From an optimization exercise on the open Yosys and OpenROAD flow, aimed at small area, a short achievable clock period and few clock cycles per item; shortcuts taken in it are not production practice.
RTL that was checked went through simulation tests only; none was proved equivalent to the original.
Power and IR drop assume default switching activity.

// LASER
module LASER (
input CLK,
input RST,
input [3:0] X,
input [3:0] Y,
output reg [3:0] C1X,
output reg [3:0] C1Y,
output reg [3:0] C2X,
output reg [3:0] C2Y,
output reg DONE);
clock: 6.0 ns
lec_check: 0
cap_margin: 20
core_margin: 2
core_utilization: 40
slew_margin: 20
run.sh (not shown) runs the stock make flow with config.mk's settings and CLKGATE_MAP_FILE= SYNTH_SCRIPT=/design/flow/synth_recipe.tcl, a recipe that flattens the netlist after the stock synthesis.
The baseline passed the timing, DRC and antenna checks.
Change:
--- a/flow/design.v
+++ b/flow/design.v
@@ -104,43 +104,49 @@
   input [7:0]  p;
   input [15:0] t;
   begin
     cov2 = cov1(p[7:4], p[3:0], t[15:12], t[11:8]) | cov1(p[7:4], p[3:0], t[7:4], t[3:0]);
   end
 endfunction
 localparam [15:0] INIT = {4'd0, 4'd0, 4'd8, 4'd8};
+localparam NG = 5;             
 reg        dec;                
+reg [NG-1:0] decg;
+reg        decm;
 reg [15:0] Ar, Br;             
 reg [15:0] T2, X2;             
 reg [15:0] MA1, MA2, MB1, MB2;  
 reg [5:0]  prev, best;
 reg        rndr;               
-wire [15:0] tp  = dec ? Ar : Br;           
-wire [15:0] xp  = dec ? T2 : X2;           
-wire [15:0] A   = dec ? MA1 : MA2;         
-wire [15:0] B   = dec ? MB1 : MB2;         
+wire [15:0] tp  = decm ? Ar : Br;          
+wire [15:0] xp  = decm ? T2 : X2;          
+wire [15:0] A   = decm ? MA1 : MA2;        
+wire [15:0] B   = decm ? MB1 : MB2;        
 always @(posedge CLK) begin
   if (rd) begin
     Ar <= INIT; Br <= INIT; T2 <= INIT; X2 <= INIT;
   end else begin
     Ar <= A; Br <= B; T2 <= tp; X2 <= xp;
   end
   if (rd) begin
     MA1 <= mv4(INIT, Vn); MA2 <= mv4(INIT, Vn); MB1 <= mv4(INIT, Vn); MB2 <= mv4(INIT, Vn);
   end else begin
     MA1 <= mv4(A, Vn); MA2 <= mv4(B, Vn); MB1 <= mv4(tp, Vn); MB2 <= mv4(xp, Vn);
   end
   rndr <= (VD < 10'd150);
 end
 reg [39:0] hitA, hitB;
+reg [15:0] Ag, Bg;
 integer j;
 always @(*)
   for (j = 0; j < 40; j = j + 1) begin
-    hitA[j] = cov2(P[j], A);
-    hitB[j] = cov2(P[j], B);
+    Ag = decg[j / 8] ? MA1 : MA2;
+    Bg = decg[j / 8] ? MB1 : MB2;
+    hitA[j] = cov2(P[j], Ag);
+    hitB[j] = cov2(P[j], Bg);
   end
 wire [5:0] caA, cbA, caB, cbB;
 wire A_s1 = hitA[0] ^ hitA[1] ^ hitA[2];
 wire A_s2 = (hitA[0] & hitA[1]) | (hitA[0] & hitA[2]) | (hitA[1] & hitA[2]);
 wire A_s3 = hitA[3] ^ hitA[4] ^ hitA[5];
 wire A_s4 = (hitA[3] & hitA[4]) | (hitA[3] & hitA[5]) | (hitA[4] & hitA[5]);
 wire A_s5 = hitA[6] ^ hitA[7] ^ hitA[8];
@@ -365,20 +371,26 @@
     t = {1'b0, s} + {k, 1'b0};
     gt3 = t[6];
   end
 endfunction
 wire [5:0] cntA = caA + cbA;
 wire [5:0] cntB = caB + cbB;
 wire [5:0] cov  = dec ? cntA : cntB;
-wire       acc  = (dec ? gt3(caA, cbA, prev) : gt3(caB, cbB, prev)) | rndr;
+wire       gtA  = gt3(caA, cbA, prev);
+wire       gtB  = gt3(caB, cbB, prev);
+wire       acc  = (dec ? gtA : gtB) | rndr;
+integer g;
 reg [5:0]  cov3;               
 reg [15:0] t3;
 reg        s3;
 always @(posedge CLK) begin
-  dec <= s2 & acc;
+  dec  <= s2 & acc;
+  decm <= s2 & ((decm ? gtA : gtB) | rndr);
+  for (g = 0; g < NG; g = g + 1)
+    decg[g] <= s2 & ((decg[g] ? gtA : gtB) | rndr);
   if (!s2)
     prev <= 6'd0;
   else if (acc)
     prev <= cov;
   cov3 <= cov;
   t3   <= dec ? Ar : Br;
   s3   <= s2;
Outcome: Maximum frequency increases by a little under a tenth; final cell count stays the same; total power increases by roughly a tenth; critical path depth decreases by 1; clock-buffer cell count increases by 3; global-route usage increases by 0.67 points; area after synthesis increases by a few percent; via count increases by a few percent; final area increases slightly; non-clock buffer count does not change; worst setup slack improves by 0.36 ns; routed wire length increases by a few percent; die area increases by a few percent; combinational power increases by a quarter to a third.
Testbench counts after the change, summed over its fixed seeds: cycles 130,752, items 64.
For the first run of this note, only the layout was checked, not whether the RTL still works.

---

The RTL this note starts from:
==> flow/design.v <==
module LASER (
input CLK,
input RST,
input [3:0] X,
input [3:0] Y,
output reg [3:0] C1X,
output reg [3:0] C1Y,
output reg [3:0] C2X,
output reg [3:0] C2Y,
output reg DONE);
localparam [5:0]  NREAD  = 6'd40;       
localparam [10:0] NROUND = 11'd2000;
localparam [15:0] INIT   = {4'd0, 4'd0, 4'd8, 4'd8};
localparam NG = 3;                      
function [9:0] lfsr_step;
  input [9:0] v;
  input integer n;
  integer k;
  begin
    lfsr_step = v;
    for (k = 0; k < n; k = k + 1)
      lfsr_step = {lfsr_step[8:0], lfsr_step[9] ^ lfsr_step[6]};
  end
endfunction
function [3:0] mv;
  input [3:0] b;
  input       up;
  input       st1;                 
  reg   [4:0] sum;
  begin
    if (up) begin
      sum = {1'b0, b} + (st1 ? 5'd1 : 5'd2);
      mv  = sum[4] ? 4'd15 : sum[3:0];
    end else begin
      sum = {1'b0, b} - (st1 ? 5'd1 : 5'd2);
      mv  = sum[4] ? 4'd0 : sum[3:0];
    end
  end
endfunction
function [15:0] mv4;
  input [15:0] b;
  input [9:0]  q;
  begin
    mv4 = {mv(b[15:12], q[0], q[5]), mv(b[11:8], q[3], q[5]),
           mv(b[7:4],   q[5], q[5]), mv(b[3:0],  q[9], q[5])};
  end
endfunction
function [3:0] cls;
  input [3:0] p, c;
  reg [4:0] d, k;
  integer b;
  begin
    k[0] = 1'b1;
    for (b = 0; b < 4; b = b + 1) begin
      d[b]   = p[b] ^ ~c[b] ^ k[b];
      k[b+1] = (p[b] & ~c[b]) | (p[b] & k[b]) | (~c[b] & k[b]);
    end
    d[4] = ~k[4];
    cls[0] = ~|d;
    cls[1] = (~d[4] & ~d[3] & ~d[2] & ~(d[1] & d[0])) | (d[4] & d[3] & d[2] & d[1]);
    cls[2] = (~d[4] & ~d[3] & ~d[2]) | (d[4] & d[3] & d[2] & (d[1] | d[0]));
    cls[3] = (~d[4] & ~d[3] & (~d[2] | ~(d[1] | d[0]))) | (d[4] & d[3] & d[2]);
  end
endfunction
function cov1;
  input [3:0] px, py, cx, cy;
  reg [3:0] a, b;
  begin
    a = cls(px, cx);
    b = cls(py, cy);
    cov1 = (a[3] & b[0]) | (a[2] & b[1]) | (a[1] & b[2]) | (a[0] & b[3]);
  end
endfunction
function cov2;
  input [7:0]  p;
  input [15:0] t;
  begin
    cov2 = cov1(p[7:4], p[3:0], t[15:12], t[11:8]) | cov1(p[7:4], p[3:0], t[7:4], t[3:0]);
  end
endfunction
function gt3;
  input [5:0] a, b, r;
  reg [5:0] s, k;
  reg [6:0] t;
  begin
    s = a ^ b ^ ~r;
    k = (a & b) | (a & ~r) | (b & ~r);
    t = {1'b0, s} + {k, 1'b0};
    gt3 = t[6];
  end
endfunction
reg  [5:0]  cnt;                        
reg  [10:0] rcQ, rcO;                   
reg  [9:0]  VQ, VO;                     
reg         s1d;                        
reg         fin2q, fin3;                
wire        rd    = (cnt < NREAD);
reg [NG-1:0] redo;
reg          redom;
reg          rnd2;                      
wire [10:0] rc    = redom ? rcO : rcQ;
wire [9:0]  V     = redom ? VO : VQ;
wire        fin2  = fin2q & ~redom;
wire        s1    = ~rd & ~DONE & (rc < NROUND);    
wire [9:0]  V1    = lfsr_step(V, 1);
wire [9:0]  V42   = lfsr_step(V, 42);
wire        rndS  = (lfsr_step(V, 41) < 10'd150);  
wire         s2v = s1d & ~redom;        
wire         gt;                        
always @(posedge CLK) begin
  if (RST) begin
    cnt   <= 6'd0;
    s1d   <= 1'b0;
    fin2q <= 1'b0;
    fin3  <= 1'b0;
    DONE  <= 1'b0;
  end else begin
    cnt   <= DONE ? 6'd0 : rd ? cnt + 6'd1 : cnt;
    s1d   <= s1;
    fin2q <= s1 & (rc == NROUND - 11'd1);
    fin3  <= fin2;
    DONE  <= fin3;
  end
end
integer g;
always @(posedge CLK) begin
  if (RST | rd) begin
    redom <= 1'b0;
    redo  <= {NG{1'b0}};
  end else begin
    redom <= s1d & ~redom & ~rnd2 & gt & s1;
    for (g = 0; g < NG; g = g + 1)
      redo[g] <= s1d & ~redo[g] & ~rnd2 & gt & s1;
  end
  rnd2 <= rndS;
end
always @(posedge CLK) begin
  if (RST)
    VQ <= 10'h1;
  else if (rd | fin2 | fin3)
    VQ <= V1;
  else if (s1)
    VQ <= V42;
  else
    VQ <= V;
  VO <= V;
end
always @(posedge CLK) begin
  if (rd)
    rcQ <= 11'd0;
  else if (s1)
    rcQ <= rc + 11'd1;
  else
    rcQ <= rc;
  rcO <= rc;
end
reg [7:0] P [0:39];
integer i;
always @(posedge CLK) begin
  P[0] <= rd ? {X, Y} : P[39];
  for (i = 1; i < 40; i = i + 1)
    P[i] <= P[i-1];
end
reg  [15:0] PA;                         
reg  [15:0] PQ;                         
reg  [15:0] T1Q, XQ, TO;
wire [15:0] T1 = redom ? TO : T1Q;      
wire [15:0] Xc = redom ? TO : XQ;       
wire [15:0] K  = redom ? PA : PQ;       
wire [15:0] Pb = rd ? INIT : rndS ? K : (s2v & rnd2) ? T1 : Xc;
always @(posedge CLK) begin
  PA <= mv4(T1, V);
  PQ <= mv4(Pb, rd ? V1 : V42);
  T1Q <= s1 ? K : T1;
  TO  <= T1;
  if (rd)
    XQ <= INIT;
  else if (s1 & s2v & rnd2)
    XQ <= T1;
  else
    XQ <= Xc;
end
reg [39:0] hit;
reg [15:0] Kg;
integer j;
always @(*)
  for (j = 0; j < 40; j = j + 1) begin
    Kg = redo[j * NG / 40] ? PA : PQ;
    hit[j] = cov2(P[j], Kg);
  end
wire [5:0] ca, cb;
wire cs1 = hit[0] ^ hit[1] ^ hit[2];
wire cs2 = (hit[0] & hit[1]) | (hit[0] & hit[2]) | (hit[1] & hit[2]);
wire cs3 = hit[3] ^ hit[4] ^ hit[5];
wire cs4 = (hit[3] & hit[4]) | (hit[3] & hit[5]) | (hit[4] & hit[5]);
wire cs5 = hit[6] ^ hit[7] ^ hit[8];
wire cs6 = (hit[6] & hit[7]) | (hit[6] & hit[8]) | (hit[7] & hit[8]);
wire cs7 = hit[9] ^ hit[10] ^ hit[11];
wire cs8 = (hit[9] & hit[10]) | (hit[9] & hit[11]) | (hit[10] & hit[11]);
wire cs9 = hit[12] ^ hit[13] ^ hit[14];
wire cs10 = (hit[12] & hit[13]) | (hit[12] & hit[14]) | (hit[13] & hit[14]);
wire cs11 = hit[15] ^ hit[16] ^ hit[17];
wire cs12 = (hit[15] & hit[16]) | (hit[15] & hit[17]) | (hit[16] & hit[17]);
wire cs13 = hit[18] ^ hit[19] ^ hit[20];
wire cs14 = (hit[18] & hit[19]) | (hit[18] & hit[20]) | (hit[19] & hit[20]);
wire cs15 = hit[21] ^ hit[22] ^ hit[23];
wire cs16 = (hit[21] & hit[22]) | (hit[21] & hit[23]) | (hit[22] & hit[23]);
wire cs17 = hit[24] ^ hit[25] ^ hit[26];
wire cs18 = (hit[24] & hit[25]) | (hit[24] & hit[26]) | (hit[25] & hit[26]);
wire cs19 = hit[27] ^ hit[28] ^ hit[29];
wire cs20 = (hit[27] & hit[28]) | (hit[27] & hit[29]) | (hit[28] & hit[29]);
wire cs21 = hit[30] ^ hit[31] ^ hit[32];
wire cs22 = (hit[30] & hit[31]) | (hit[30] & hit[32]) | (hit[31] & hit[32]);
wire cs23 = hit[33] ^ hit[34] ^ hit[35];
wire cs24 = (hit[33] & hit[34]) | (hit[33] & hit[35]) | (hit[34] & hit[35]);
wire cs25 = hit[36] ^ hit[37] ^ hit[38];
wire cs26 = (hit[36] & hit[37]) | (hit[36] & hit[38]) | (hit[37] & hit[38]);
wire cs27 = cs1 ^ cs3 ^ cs5;
wire cs28 = (cs1 & cs3) | (cs1 & cs5) | (cs3 & cs5);
wire cs29 = cs7 ^ cs9 ^ cs11;
wire cs30 = (cs7 & cs9) | (cs7 & cs11) | (cs9 & cs11);
wire cs31 = cs13 ^ cs15 ^ cs17;
wire cs32 = (cs13 & cs15) | (cs13 & cs17) | (cs15 & cs17);
wire cs33 = cs19 ^ cs21 ^ cs23;
wire cs34 = (cs19 & cs21) | (cs19 & cs23) | (cs21 & cs23);
wire cs35 = cs2 ^ cs4 ^ cs6;
wire cs36 = (cs2 & cs4) | (cs2 & cs6) | (cs4 & cs6);
wire cs37 = cs8 ^ cs10 ^ cs12;
wire cs38 = (cs8 & cs10) | (cs8 & cs12) | (cs10 & cs12);
wire cs39 = cs14 ^ cs16 ^ cs18;
wire cs40 = (cs14 & cs16) | (cs14 & cs18) | (cs16 & cs18);
wire cs41 = cs20 ^ cs22 ^ cs24;
wire cs42 = (cs20 & cs22) | (cs20 & cs24) | (cs22 & cs24);
wire cs43 = pr0 ^ pr1 ^ pr2;
wire cs44 = (pr0 & pr1) | (pr0 & pr2) | (pr1 & pr2);
wire cs45 = pr3 ^ pr4 ^ pr5;
wire cs46 = (pr3 & pr4) | (pr3 & pr5) | (pr4 & pr5);
wire cs47 = pr6 ^ pr7 ^ pr8;
wire cs48 = (pr6 & pr7) | (pr6 & pr8) | (pr7 & pr8);
wire cs49 = pr9 ^ pr10 ^ pr11;
wire cs50 = (pr9 & pr10) | (pr9 & pr11) | (pr10 & pr11);
wire cs51 = pr12 ^ pr13 ^ pr14;
wire cs52 = (pr12 & pr13) | (pr12 & pr14) | (pr13 & pr14);
wire cs53 = pr15 ^ pr16 ^ pr17;
wire cs54 = (pr15 & pr16) | (pr15 & pr17) | (pr16 & pr17);
wire cs55 = cs44 ^ cs46 ^ cs47;
wire cs56 = (cs44 & cs46) | (cs44 & cs47) | (cs46 & cs47);
wire cs57 = cs48 ^ cs50 ^ cs52;
wire cs58 = (cs48 & cs50) | (cs48 & cs52) | (cs50 & cs52);
wire cs59 = cs55 ^ cs49 ^ cs51;
wire cs60 = (cs55 & cs49) | (cs55 & cs51) | (cs49 & cs51);
wire cs61 = cs56 ^ cs57 ^ cs53;
wire cs62 = (cs56 & cs57) | (cs56 & cs53) | (cs57 & cs53);
wire cs63 = cs60 ^ cs61 ^ pr18;
wire cs64 = (cs60 & cs61) | (cs60 & pr18) | (cs61 & pr18);
wire cs65 = cs62 ^ cs58 ^ cs54;
wire cs66 = (cs62 & cs58) | (cs62 & cs54) | (cs58 & cs54);
reg pr0;
reg pr1;
reg pr2;
reg pr3;
reg pr4;
reg pr5;
reg pr6;
reg pr7;
reg pr8;
reg pr9;
reg pr10;
reg pr11;
reg pr12;
reg pr13;
reg pr14;
reg pr15;
reg pr16;
reg pr17;
reg pr18;
always @(posedge CLK) begin
  pr0 <= cs27;
  pr1 <= cs29;
  pr2 <= cs31;
  pr3 <= cs33;
  pr4 <= cs25;
  pr5 <= hit[39];
  pr6 <= cs28;
  pr7 <= cs30;
  pr8 <= cs32;
  pr9 <= cs34;
  pr10 <= cs35;
  pr11 <= cs37;
  pr12 <= cs39;
  pr13 <= cs41;
  pr14 <= cs26;
  pr15 <= cs36;
  pr16 <= cs38;
  pr17 <= cs40;
  pr18 <= cs42;
end
assign ca = {1'b0, cs66, cs64, cs63, cs59, cs43};
assign cb = {1'b0, 1'b0, cs65, 1'b0, 1'b0, cs45};
reg  [5:0] prev, best;
wire [5:0] cov = ca + cb;
assign     gt  = gt3(ca, cb, prev);
wire       dec = rnd2 | gt;
reg  [5:0]  cov3;                       
reg  [15:0] t3;
reg         s3;
always @(posedge CLK) begin
  if (rd)
    prev <= 6'd0;
  else if (s2v & dec)
    prev <= cov;
  cov3 <= cov;
  t3   <= T1;
  s3   <= s2v & ~rd;
end
always @(posedge CLK) begin
  if (rd)
    best <= 6'd0;
  else if (s3 && cov3 > best)
    best <= cov3;
end
always @(posedge CLK) begin
  if (RST) begin
    C1X <= 4'd7; C1Y <= 4'd7;
    C2X <= 4'd7; C2Y <= 4'd7;
  end else if (s3 && cov3 > best) begin
    {C1X, C1Y, C2X, C2Y} <= t3;
  end
end
endmodule
clock: 6.0 ns
lec_check: 0
cap_margin: 20
core_margin: 2
core_utilization: 40
setup_slack_margin: 1.75
slew_margin: 20
The baseline ran to the end with no violations.
Testbench counts at the start, summed over its fixed seeds: cycles 151,005, items 64.
==> next run, changes <==
--- a/flow/design.v
+++ b/flow/design.v
@@ -11,7 +11,7 @@
 localparam [5:0]  NREAD  = 6'd40;       
 localparam [10:0] NROUND = 11'd2000;
 localparam [15:0] INIT   = {4'd0, 4'd0, 4'd8, 4'd8};
-localparam NG = 3;                      
+localparam NG = 1;                      
 function [9:0] lfsr_step;
   input [9:0] v;
   input integer n;
After rerunning: The new run finished with timing, DRC and antenna clean; setup slack got worse by 0.12 ns; maximum frequency came out lower by a few percent; worst hold slack barely changes; register-to-register slack got worse by 0.12 ns; global-route usage came out higher by 0.46 points; final cell count hardly moves; core utilization came out higher by 0.13 points; critical path depth came out lower by 1; power came out higher by a few percent; combinational power came out higher by roughly a tenth; flip-flop and latch count came out lower by 2.
Only the layout flow was run in the second run of this note; the RTL was not checked for function there.

==> port drivers added, routing unchanged <==
Ports are ideal in the flow. The routed layouts listed here were re-timed in OpenROAD. Step 1 sets driving cells, clkbuf_16 on the clock port and buf_2 on the other inputs (assumed; they add their load-dependent delay and slew). Step 2 times the ports against the registers' clock, not the clock port: input delays grow and output delays shrink by t, the midpoint of the rising clock arrivals with the driver on. a / b / c = ideal / step 1 / step 2; a / b = the first two.
| run | t, ns | setup WS [ns] | clock arrival spread, ns | worst slew at a driven data input, ns |
|---|---|---|---|---|
| the first run of note 1 | 0.778 | 0.588 / 0.588 / 0.588 | 0.090 / 0.089 | 0.04 |
| the second run of note 1 | 0.766 | 0.947 / 0.947 / 0.947 | 0.039 / 0.039 | 0.04 |
| the first run of note 2 | 0.730 | 1.712 / 1.712 / 1.712 | 0.020 / 0.021 | 0.04 |
| the second run of note 2 | 0.711 | 1.592 / 1.592 / 1.592 | 0.038 / 0.038 | 0.04 |
After both steps setup and hold are still met in every run listed.
